From an optimization exercise on the open Yosys and OpenROAD flow, aimed at small area and a short achievable clock period; shortcuts taken in it are not production practice.
No functional check of the RTL was part of any run shown here.
Power figures rest on the tool's default switching activity, not on a simulated workload.

==> flow/design.v, too long to show whole: its modules and the start of the top module <==
// module calc_fa: 10 lines
// module calc_ha: 9 lines
// module mp_alu: 826 lines
module mp_alu(
    input sys_clk,
    input sys_rst,
    input issue,
    input[2:0] tag3,
    input[2:0] func3,
    input[6:0] flag7,
    input[3:0] shift,
    input[15:0] data_in1,
    input[15:0] data_in2,
    input fwd_en1,
    input fwd_en2,
    input[15:0] fwd_data1,
    input[15:0] fwd_data2,
    output wb,
    output wb32,
    output[31:0] wb_data
);
  // ...
==> flow/run.sh <==
#!/bin/bash
# synth_recipe.tcl (not shown) runs the flow's synth.tcl, then flattens the netlist and writes it again
# the make line also repeats each setting of config.mk as NAME=value (left out here)
make -C /OpenROAD-flow-scripts/flow DESIGN_CONFIG=/design/flow/config.mk WORK_HOME=/design/flow/orfs CLKGATE_MAP_FILE= SYNTH_SCRIPT=/design/flow/synth_recipe.tcl finish
==> flow/config.mk <==
export PLATFORM = sky130hd
export DESIGN_NAME = mp_alu
export DESIGN_NICKNAME = mp_alu
export VERILOG_FILES = /design/flow/design.v
export SDC_FILE = /design/flow/constraint.sdc
export NUM_CORES = 4
export LEC_CHECK = 0
export ABC_AREA = 1
export CAP_MARGIN = 20
export CORE_MARGIN = 2
export CORE_UTILIZATION = 40
export SETUP_SLACK_MARGIN = 0
export SLEW_MARGIN = 20
export SYNTH_HIERARCHICAL = 1
==> flow/constraint.sdc <==
create_clock -name core_clock -period 16.0 [get_ports {sys_clk}]
set_input_delay 3.2000 -clock core_clock [delete_from_list [all_inputs] [get_ports {sys_clk}]]
set_output_delay 3.2000 -clock core_clock [all_outputs]
set_load 0.01 [all_outputs]
==> impl_metrics.tcl, run 1 <==
set metrics [dict create \
    yosys.area_share.simple 0.239 \
    multi_input_area_share 0.726 \
    grt_use_total 0.328 \
    pg_clk_mw 0.103 \
    reg.largest.list "alu_data_in1: 16 flops, alu_data_in2: 16 flops, alu_cmd: 4 flops" \
    ys_top_cells_by_area "fa_1 (18%), xor2_1 (11%), nand2_1 (9.7%), ha_1 (7.2%), dfxtp_1 (6.5%)" \
    cts_max_path_buffers 2 \
    multi_input_area_sq_um 10900 \
    fin_crit_ns 15.29 \
    dr_total_vias 14500 \
    powerSeq_mw 0.117 \
    grt_max_degree 38 \
    cpPeakStageDelay_ns 0.86 \
    fin_util 0.473 \
    worstSetupStartpointType "primary input" \
    hold_buffers 0 \
    stdcell_area_sq_um 15000 \
    fp-row-count 65 \
    start_util 0.409 \
    drc 0 \
    hold_ws_ns 3.05 \
    met2_usage 0.520 \
    slew_violations 0 \
    crit_buf_inv 6 \
    seq_share 0.0577 \
    root_buffer "clkbuf_16" \
    io_buffers 116 \
    seq_area_sq_um 866 \
    synth_fp_nets 2197 \
    power_frac_comb 0.880 \
    met1_length_um 23600 \
    dominant_cells "multi-input combinational cells" \
    drtIter0Drc 1650 \
    status "complete, no violations" \
    post_cts_buffers 0 \
    timing.slew.headroom 0.295 \
    gr-usage-met3 0.0615 \
    first_global_vias 14000 \
    dpl-instance-area_sq_um 14900 \
    p_leak_nw 7.62 \
    fin_nets 2293 \
    crit_cells 32 \
    yosys_most_used_dff "dfxtp_1" \
    synth_area_leader_cell "fa_1" \
    synth_cell_types 58 \
]
==> inputs of run 2 (changes only) <==
--- a/flow/config.mk
+++ b/flow/config.mk
@@ -9,6 +9,6 @@
 export CAP_MARGIN = 20
 export CORE_MARGIN = 2
 export CORE_UTILIZATION = 40
-export SETUP_SLACK_MARGIN = 0
+export SETUP_SLACK_MARGIN = 3
 export SLEW_MARGIN = 20
 export SYNTH_HIERARCHICAL = 1
==> run 2 against run 1 <==
  * Still clean
  * Sequential share of layout area is 0.64 points lower
  * Hold slack worse by 0.022 ns
  * Via count grew 5.0%
  * Wire length increased by 2.9%
  * Critical endpoint unchanged
  * Largest power group unchanged
==> impl_metrics.tcl, run 2 <==
set metrics [dict create \
    maxCapViolCount 0 \
    p_leak_nw 8.49 \
    max_freq_mhz 74.4 \
    period_share 0.840 \
    overflow 0 \
    drtIter0Drc 1939 \
    synth_most_common_cell "nand2_1" \
    worstSetupStartpointType "primary input" \
    synth_edf_count 0 \
    yosysSeqAreaShare 0.0667 \
    io_buffers 116 \
    synth_top_area_share 0.184 \
    peakVddDrop_mv 0.195 \
    die_h_um 184 \
    first_global_vias 14700 \
    intPower_mw 0.981 \
    core_region_area_sq_um 31700 \
    setup_tns_ns 0 \
    path_class "primary input to primary output" \
    ys_top_cells_by_area "fa_1 (18%), xor2_1 (11%), nand2_1 (9.7%), ha_1 (7.2%), dfxtp_1 (6.5%)" \
    syn_avg_cell_area_sq_um 6.77 \
    root_buffer "clkbuf_16" \
    start_util 0.409 \
    place.gp.congestion 1.06 \
    required_ns 12.80 \
    synthToLayoutAreaGrowth_pct 30.0 \
    cts_buffers 5 \
    cts_max_level 2 \
    cts_max_path_buffers 2 \
    cpPeakStageDelay_ns 0.58 \
    io_pins 120 \
    tritoncts "done" \
    fin_nets 2388 \
    fp.dieW_um 184 \
    ant_nets 0 \
    hpwlAfterDp_um 41300 \
    vias_per_cell 6.08 \
    swShare 0.564 \
    firstDrtPassIters 6 \
    synth_cell_types 58 \
    antenna_found_initial 0 \
    synth_area_leader_cell "fa_1" \
    num_antenna_cells 0 \
    status "complete, no violations" \
    synth_area_sq_um 13000 \
    drive_gt1_frac 0.229 \
    hold_ws_ns 3.03 \
    final_hold_viol_count 0 \
    totalWireLength_um 57500 \
    yosys_warnings 7 \
    fp-row-count 65 \
    timing.slew.headroom 0.181 \
    fin_crit_ns 13.45 \
    setup_viol 0 \
    p_clk_frac 0.046 \
    switching_power_mw 1.27 \
    drc 0 \
    worstSetupEndpointType "primary output" \
    hold_class "primary input to async pin" \
    dpl-instance-area_sq_um 14800 \
    yosys_most_used_dff "dfxtp_1" \
    cpMostUsedCell "nand2_2" \
    power_frac_comb 0.902 \
    cp_slowest_cell "fa_2" \
    startpoint "fwd_en2" \
    clk_pin_slew_worst_paths_ns 0.06 \
    grt_use_total 0.336 \
    grt_max_degree 38 \
    dieArea_sq_um 33900 \
    syn_inst 1917 \
    synth-seq-cells 43 \
    reg.largest.list "alu_data_in1: 16 flops, alu_data_in2: 16 flops, alu_cmd: 4 flops" \
    tightest_slew_ns 1.22 \
    synth_fp_nets 2197 \
    route.detailed.wl_per_inst_um 22.9 \
    slew_violations 0 \
    worst_ep_arrival_time_ns 10.25 \
    stdcell_area_sq_um 16900 \
    ys_async_sr_fraction 0.0233 \
    synthTopCellsByCount "nand2_1 (334), inv_1 (187), xor2_1 (161)" \
    grt_pass1_wl_um 86600 \
    cp_max_fo 8 \
    p_seq_frac 0.052 \
    cts_sinks 43 \
    final_common_cell "nand2_1" \
    dr_total_vias 15300 \
    rsz0062_at_grt "true" \
    power.density_nw_per_um2 133 \
    final_cell_mix "nand2_1 (286), inv_1 (174), buf_4 (162)" \
]
-- run 2: cell counts after synthesis --
Identical to the previous run, type by type.
-- run 2: what timing repair did --
action / 4_1_cts / 5_1_grt
endpoints found under the setup margin: 32 / 32
buffers inserted: 85 / 19
pin swaps: 70 / 67
gates cloned: 2 / 0
resized for setup: 233 / 140
hold buffers: 0 / 0
-- run 2: cell type report --
class                      count  area (sq um)
clock buffer                   5           125
clock inverter                 3          23.8
sequential                    43           866
inverter                     215           865
fill                        3082         14800
timing repair inverter         1          7.51
multi-input combinational   1549         11900
tap                          402           503
timing repair buffer         293          2570
-- run 2: kinds of logic (layout without fill, tap and decap cells) --
kind of cell | after synthesis | in the layout | synth area share
buf+inv | 325 | 517 | 0.0985
compound gates | 477 | 477 | 0.216
simple gates | 698 | 698 | 0.239
xor+xnor | 174 | 174 | 0.119
fa+ha+maj | 194 | 194 | 0.256
flops | 43 | 43 | 0.0667
mux | 6 | 6 | 0.00501
-- run 2: layer usage --
metal / vias to the layer above / wire, um / global-route usage
met5: - / 0 / 0
met4: 0 / 2870 / 0.140
met3: 190 / 6070 / 0.0733
met2: 910 / 25400 / 0.525
met1: 7319 / 23100 / 0.448
li1: 6842 / - / -
-- run 2: critical path, delay by kind of cell --
family | cells | cell delay (ns)
fa+ha+maj | 4 | 1.58
compound gates | 12 | 1.53
buf+inv | 8 | 0.67
simple gates | 29 | 3.25
-- run 2: final timing paths --
check / slack [ns] / endpoint / cells after the start
min: 3.03 / alu_issue / 2
min in group core_clock: 3.34 / alu_data_in2[9] / 1
max: 2.55 / wb_data[0] / 53
max in group asynchronous: 12.88 / alu_issue / 2
-- run 2: per-stage QoR --
| stage | total power [mW] | util | worst slack (ns) | cells |
|---|---|---|---|---|
| after global placement | 1.69 | 0.466 | 0.524 | 2397 |
| after detailed placement | 1.71 | 0.466 | 0.371 | 2397 |
| final | 2.25 | 0.532 | 2.55 | 2511 |
| after global routing | 2.41 | 0.532 | 2.27 | 2511 |
| after CTS | 1.99 | 0.513 | 2.65 | 2492 |
| after floorplan | 1.15 | - | 3.04 | 1917 |
-- run 2: modules after synthesis (local to each module, per instance) --
module,copies in the design,cells inside,flops+latches,area [sq um]
calc_fa,112,1,0,20.0
calc_ha,30,1,0,12.5
mp_alu,1,1775,43,10400
-- run 2: power groups by stage --
stage                     Sequential (mW)  Clock [mW]  Combinational [mW]
after floorplan                     0.117           0                1.04
after global placement              0.119           0                1.58
after detailed placement            0.119           0                1.59
after CTS                           0.117       0.105                1.77
after global routing                0.117       0.110                2.18
final                               0.117       0.103                2.03
==> inputs of run 3 (changes only) <==
--- a/flow/config.mk
+++ b/flow/config.mk
@@ -8,7 +8,7 @@
 export ABC_AREA = 1
 export CAP_MARGIN = 20
 export CORE_MARGIN = 2
-export CORE_UTILIZATION = 40
-export SETUP_SLACK_MARGIN = 3
+export CORE_UTILIZATION = 65
+export SETUP_SLACK_MARGIN = 1.5
 export SLEW_MARGIN = 20
 export SYNTH_HIERARCHICAL = 1
==> run 3 against run 2 <==
  * Worst setup slack lost 0.88 ns
  * Critical path type unchanged
  * Total power shrank 13%
  * Clock power grew 17%
  * Critical endpoint is now wb_data[10]
==> impl_metrics.tcl, run 3 <==
set metrics [dict create \
    status "complete, no violations" \
    cpPeakStageDelay_ns 0.68 \
    final_hold_viol_count 0 \
    hpwlAfterDp_um 40800 \
    start_util 0.664 \
    root_buffer "clkbuf_16" \
    ys_async_sr_fraction 0.0233 \
    p_clk_frac 0.062 \
    synth_top_area_share 0.184 \
    ys_top_cells_by_area "fa_1 (18%), xor2_1 (11%), nand2_1 (9.7%), ha_1 (7.2%), dfxtp_1 (6.5%)" \
    io_buffers 116 \
    slew_violations 0 \
    maxCapViolCount 0 \
    setup_viol 0 \
    final_cell_mix "nand2_1 (326), inv_1 (184), xor2_1 (157)" \
    dr_total_vias 15700 \
    swShare 0.578 \
    cts_buffers 5 \
    met2_usage 0.741 \
    power_frac_comb 0.878 \
    tritoncts "done" \
    worstSetupEndpointType "primary output" \
    hold_buffers 0 \
    p_leak_nw 7.68 \
    seq_area_sq_um 866 \
    multi_input_area_sq_um 11000 \
    cpMostUsedCell "nand2_1" \
    synth_cell_types 58 \
    fp.dieW_um 145 \
    grt_pass1_wl_um 83700 \
    intPower_mw 0.822 \
    power_mw 1.95 \
    peakVddDrop_mv 0.203 \
    required_ns 12.80 \
    firstDrtPassIters 12 \
    drc 0 \
    first_global_vias 15400 \
    fin_nets 2291 \
    route.detailed.wl_per_inst_um 24.4 \
    synth_area_leader_cell "fa_1" \
    grt_use_total 0.504 \
    final_common_cell "nand2_1" \
    path_class "primary input to primary output" \
    tightest_slew_ns 1.09 \
    period_share 0.896 \
    cts_max_path_buffers 2 \
    yosys_most_used_dff "dfxtp_1" \
    io_pins 120 \
    place.gp.congestion 1.12 \
    synthTopCellsByCount "nand2_1 (334), inv_1 (187), xor2_1 (161)" \
    dieArea_sq_um 21100 \
    ant_nets 0 \
    synthToLayoutAreaGrowth_pct 15.8 \
    setup_tns_ns 0 \
    cp_slowest_cell "nor2_2" \
    yosysSeqAreaShare 0.0667 \
    cts_max_level 2 \
    cts_sinks 43 \
    gr-usage-met3 0.171 \
    antenna_found_initial 2 \
    gr-usage-met1 0.624 \
    drtIter0Drc 2506 \
    core_region_area_sq_um 19500 \
    nFillCells 1427 \
    p_seq_frac 0.060 \
    switching_power_mw 1.13 \
    grt_max_degree 38 \
    fp-row-count 51 \
    yosys_warnings 7 \
    synth_most_common_cell "nand2_1" \
    power.density_nw_per_um2 130 \
    max_freq_mhz 69.8 \
    timing.slew.headroom 0.271 \
    busiest_layer "met2" \
    fin_crit_ns 14.33 \
    clk_pin_slew_worst_paths_ns 0.07 \
    syn_inst 1917 \
    worst_ep_arrival_time_ns 11.13 \
    synth-seq-cells 43 \
    die_h_um 145 \
    vias_per_cell 6.88 \
    startpoint "fwd_data1[9]" \
    cp_max_fo 11 \
    totalWireLength_um 55500 \
    synth_area_sq_um 13000 \
    synth_fp_nets 2197 \
    drive_gt1_frac 0.114 \
    rsz0062_at_grt "false" \
    worstSetupStartpointType "primary input" \
    syn_avg_cell_area_sq_um 6.77 \
    hold_class "primary input to async pin" \
    reg.largest.list "alu_data_in1: 16 flops, alu_data_in2: 16 flops, alu_cmd: 4 flops" \
    synth_edf_count 0 \
    overflow 0 \
]
==> run 3: cell count changes in the layout (fill, tap and decap cells not counted), moves of 9 or more <==
cell,delta
inv_1,+10
nand3_1,+37
buf_4,-83
o21ai_0,+12
dlygate4sd2_1,-12
nand2_2,-29
buf_6,-15
clkdlybuf4s50_1,+33
nand2_1,+40
nand3_4,-10
nand2_4,-9
nand3_2,-27
==> run 3: area by class of cell <==
class                      count  area share
multi-input combinational   1549       0.735
sequential                    43      0.0577
clock buffer                   5     0.00833
timing repair buffer         197       0.118
tap                          265      0.0221
clock inverter                 3     0.00317
inverter                     215      0.0553
antenna                        1    0.000167
==> run 3: metrics by stage <==
stage	hold WS, ns	cells	setup WS, ns	utilization	area (sq um)
4_1_cts	3.04	2265	1.53	0.757	14800
5_1_grt	3.08	2277	1.36	0.769	15000
3_3_place_gp	3.34	2254	0.907	0.744	14500
2_1_floorplan	2.93	1917	2.99	-	13000
6_report	3.03	2278	1.67	0.769	15000
3_5_place_dp	3.34	2254	0.676	0.744	14500
==> run 3: power by group through the flow <==
stage / clock [mW] / sequential [mW] / combinational (mW)
global route: 0.126 / 0.117 / 1.81
global placement: 0 / 0.119 / 1.47
finish: 0.121 / 0.117 / 1.71
floorplan: 0 / 0.117 / 1.04
CTS: 0.120 / 0.117 / 1.57
detailed placement: 0 / 0.119 / 1.54
==> run 3: logic make-up after synthesis <==
family | Yosys count | share of synthesized area
and+or+nand+nor | 698 | 0.239
DFF | 43 | 0.0667
muxes | 6 | 0.00501
adders and majority gates | 194 | 0.256
xor gates and xnor gates | 174 | 0.119
buffers and inverters | 325 | 0.0985
AOI/OAI and AO/OA | 477 | 0.216
==> run 3: repair_timing <==
action / CTS / global route
gates resized for setup: 21 / 50
setup endpoints to repair: 29 / 29
setup buffers: 3 / 12
pin swaps: 1 / 14
==> run 3: path summary, 6_finish.rpt <==
check | end | cells past startpoint
max in group asynchronous | alu_issue | 2
hold / removal | alu_issue | 2
min in group core_clock | alu_data_in1[9] | 1
setup / recovery | wb_data[10] | 33
==> run 3: worst max-delay path, delay by kind of cell <==
kind	cells	cell delay, ns
XOR/XNOR	1	0.24
AO/OA/AOI/OAI	6	1.23
adder cells (fa/ha/maj)	5	2.39
buffers and inverters	10	2.27
AND/OR/NAND/NOR	11	1.77
==> run 3: Yosys stat by module, one instance, submodules excluded <==
module	times used	cells	cell area [sq um]
calc_ha	30	1	12.5
mp_alu	1	1775	10400
calc_fa	112	1	20.0
==> run 3: per-layer routing <==
metal / vias to the layer above / wire, um
met5: - / 29
met4: 4 / 4920
met3: 471 / 8880
met2: 1551 / 22900
met1: 7009 / 18700
li1: 6636 / -
==> inputs of run 4 (changes only) <==
==> flow/flow/run.sh (new file) <==
#!/bin/bash
cp standard.sh standard_copy.log
export BUFFER_PORTS_ARGS="-buffer_cell sky130_fd_sc_hd__buf_2"
bash standard.sh > standard_flow.log 2>&1
==> flow/standard.sh (new file) <==
#!/bin/bash
# synth_recipe.tcl (not shown) runs the flow's synth.tcl, then flattens the netlist and writes it again
# the make line also repeats each setting of config.mk as NAME=value (left out here)
make -C /OpenROAD-flow-scripts/flow DESIGN_CONFIG=/design/flow/config.mk WORK_HOME=/design/flow/orfs CLKGATE_MAP_FILE= SYNTH_SCRIPT=/design/flow/synth_recipe.tcl "${@:-finish}"
--- a/flow/config.mk
+++ b/flow/config.mk
@@ -8,7 +8,6 @@
 export ABC_AREA = 1
 export CAP_MARGIN = 20
 export CORE_MARGIN = 2
-export CORE_UTILIZATION = 65
-export SETUP_SLACK_MARGIN = 1.5
+export CORE_UTILIZATION = 40
 export SLEW_MARGIN = 20
 export SYNTH_HIERARCHICAL = 1
removed: flow/run.sh
==> run 4 against run 3 <==
  * Still clean on timing, DRC and antenna
  * Sequential share of layout area grew 0.30 points
  * Design area fell by 5.0%
  * Cell count grew 5.1%
  * Clock-buffer cell count is the same
  * First-iteration DRC count decreased by 33%
  * Worst setup slack got worse by 0.45 ns
  * Flip-flop and latch count stayed put
  * Sequential power about the same
  * Clock power down 15%
  * Critical path depth rose by 23
  * Largest cell class unchanged
  * Highest routed layer is now met4
==> impl_metrics.tcl, run 4 <==
set metrics [dict create \
    synth_cell_types 58 \
    swShare 0.597 \
    drtIter0Drc 1679 \
    ys_async_sr_fraction 0.0233 \
    status "complete, no violations" \
    power.density_nw_per_um2 125 \
    p_seq_frac 0.065 \
    syn_avg_cell_area_sq_um 6.77 \
    synth_edf_count 0 \
    yosys_warnings 7 \
    grt_use_total 0.317 \
    setup_viol 0 \
    synth_fp_nets 2197 \
    setup_tns_ns 0 \
    power_frac_comb 0.877 \
    drc 0 \
    cpLargestDelayFamily "simple AND/OR/NAND/NOR gates" \
    placedCellCount 2386 \
    fin_util 0.450 \
    max_freq_mhz 67.7 \
    ys_top_cells_by_area "fa_1 (18%), xor2_1 (11%), nand2_1 (9.7%), ha_1 (7.2%), dfxtp_1 (6.5%)" \
    synthTopCellsByCount "nand2_1 (334), inv_1 (187), xor2_1 (161)" \
    core_region_area_sq_um 31700 \
    syn_inst 1917 \
    clk_pin_slew_worst_paths_ns 0.07 \
    tritoncts "done" \
    cpPeakStageDelay_ns 0.44 \
    fin_crit_ns 14.78 \
    grt_pass1_wl_um 82000 \
    yosys_most_used_dff "dfxtp_1" \
    final_cell_mix "nand2_1 (334), inv_1 (187), xor2_1 (161)" \
    rsz0062_at_grt "false" \
    hpwlAfterDp_um 40400 \
    worstSetupStartpointType "primary input" \
    crit_buf_inv 8 \
    yosysSeqAreaShare 0.0667 \
    hold_buffers 0 \
    tightest_slew_ns 1.03 \
    antenna_found_initial 0 \
    fin_cells 2394 \
    maxCapViolCount 0 \
    p_clk_frac 0.058 \
    root_buffer "clkbuf_16" \
    hold_ws_ns 2.73 \
    io_buffers 116 \
    synthToLayoutAreaGrowth_pct 10.0 \
    route.detailed.wl_per_inst_um 22.4 \
    place.gp.congestion 1.01 \
    power_mw 1.79 \
    worstSetupEndpointType "primary output" \
    cp_max_fo 18 \
    cts_sinks 43 \
    intPower_mw 0.721 \
    path_class "primary input to primary output" \
    cpMostUsedCell "nand2_1" \
    synth_area_sq_um 13000 \
    period_share 0.924 \
    peakVddDrop_mv 0.198 \
    die_h_um 184 \
    cp_slowest_cell "fa_1" \
    num_antenna_cells 0 \
    final_hold_viol_count 0 \
    firstDrtPassIters 6 \
    post_cts_buffers 0 \
    drive_gt1_frac 0.147 \
    timing.slew.headroom 0.313 \
    slew_violations 0 \
    synth-seq-cells 43 \
    required_ns 12.80 \
    cts_buffers 5 \
    post_cts_resized 0 \
    fin_nets 2271 \
    start_util 0.409 \
    synth_top_area_share 0.184 \
    fp.dieW_um 184 \
    cts_max_path_buffers 2 \
    grt_max_degree 38 \
    hold_class "primary input to async pin" \
    dr_total_vias 14400 \
    dieArea_sq_um 33900 \
    cts_max_level 2 \
    ant_nets 0 \
    totalWireLength_um 53700 \
    reg.largest.list "alu_data_in1: 16 flops, alu_data_in2: 16 flops, alu_cmd: 4 flops" \
    vias_per_cell 6.01 \
    fp-row-count 65 \
    worst_ep_arrival_time_ns 11.58 \
    synth_most_common_cell "nand2_1" \
    io_pins 120 \
    final_common_cell "nand2_1" \
    first_global_vias 13700 \
    p_leak_nw 7.57 \
    synth_area_leader_cell "fa_1" \
    overflow 0 \
    switching_power_mw 1.07 \
]
## run 4: cell types whose count changed in the layout (fill, tap and decap cells not counted), moves of 6 or more
cell / before / now
buf_2: 1 / 116
clkdlybuf4s50_1: 110 / 0
buf_4: 79 / 61
nand2_1: 326 / 334
nand2_2: 15 / 8
o21ai_1: 27 / 20
o21ai_0: 123 / 129
## run 4: layout make-up
type                            count  area (sq um)
Clock buffer                        5           125
Clock inverter                      3          23.8
Fill cell                        3348         17400
Inverter                          215           810
Multi-Input combinational cell   1549         10900
Sequential cell                    43           866
Tap cell                          402           503
Timing Repair Buffer              177          1040
## run 4: how the worst max path moves through the flow
| stage | start | endpoint | slack (ns) | depth (start not counted) |
|---|---|---|---|---|
| 2_1_floorplan | fwd_en2 | wb_data[0] | 2.99 | 56 |
| 3_3_place_gp | fwd_en1 | wb_data[0] | 1.54 | 34 |
| 3_5_place_dp | fwd_en2 | wb_data[1] | 1.45 | 55 |
| 4_1_cts | fwd_en2 | wb_data[1] | 1.42 | 55 |
| 5_1_grt | fwd_en2 | wb_data[1] | 0.29 | 55 |
| 6_report | fwd_en2 | wb_data[1] | 1.22 | 56 |
## run 4: Yosys stat by module (local to each module, per instance)
module,cells inside,flops+latches
calc_ha,1,0
calc_fa,1,0
mp_alu,1775,43
## run 4: routing by layer
layer  up-vias  part of all wire  global-route usage
met4         0             0.037              0.0970
met5         -                 0                   0
met1      6834              0.43               0.447
met2       797              0.44               0.496
met3       144             0.095              0.0512
li1       6605                 -                   -
## run 4: kinds of logic (layout without fill, tap and decap cells)
kind of cell	count (synthesis)	in the layout	share of synthesized area
compound gates	477	477	0.216
xor+xnor	174	174	0.119
fa+ha+maj	194	194	0.256
buf+inv	325	400	0.0985
flops	43	43	0.0667
mux	6	6	0.00501
simple gates	698	698	0.239
## run 4: power groups by stage
stage	combinational [mW]	sequential, mW	clock [mW]
after global routing	1.73	0.117	0.110
after CTS	1.55	0.116	0.105
after detailed placement	1.54	0.119	0
after global placement	1.53	0.119	0
after floorplan	1.04	0.117	0
final	1.57	0.116	0.103
## run 4: metrics by stage
| step | area (sq um) | setup WS, ns |
|---|---|---|
| global route | 14300 | 0.291 |
| detailed placement | 14100 | 1.45 |
| floorplan | 13000 | 2.99 |
| global placement | 14100 | 1.54 |
| finish | 14300 | 1.22 |
| CTS | 14300 | 1.42 |

re-timing with driven ports:
No port has a modelled driver above. Below, the same layouts with a new extraction and two added sets of constraints. Step 1 (the two cells are an assumption about what drives the block):
set clk [get_ports {sys_clk}]
set_driving_cell -lib_cell sky130_fd_sc_hd__clkbuf_16 $clk
set_driving_cell -lib_cell sky130_fd_sc_hd__buf_2 [delete_from_list [all_inputs] $clk]
Step 2 adds t to the input delays and takes it off the output delays; t is the mean of the earliest and latest rising clock arrival at the registers after step 1. Input paths then give back, and output paths get back, about the clock's delay inside the block. a / b / c = ideal / step 1 / step 2; a / b = the first two.
run	t, ns	setup slack, ns	worst hold slack (ns)	worst setup path at the end	slew at the worst register clock pin (ns)
run 1	0.329	0.708 / 0.684 / 0.684	3.051 / 3.034 / 3.363	input to output	0.07 / 0.07
run 2	0.334	2.552 / 2.500 / 2.500	3.028 / 3.017 / 3.351	input to output	0.06 / 0.06
run 3	0.332	1.669 / 1.632 / 1.632	3.034 / 3.017 / 3.348	input to output	0.07 / 0.07
run 4	0.325	1.222 / 1.197 / 1.197	2.725 / 2.708 / 3.032	input to output	0.07 / 0.07
After both steps every run listed still meets setup and hold. For run 2, which loses most, drivers alone change the setup slack by -0.052 ns; drivers and shift together by -0.052 ns.
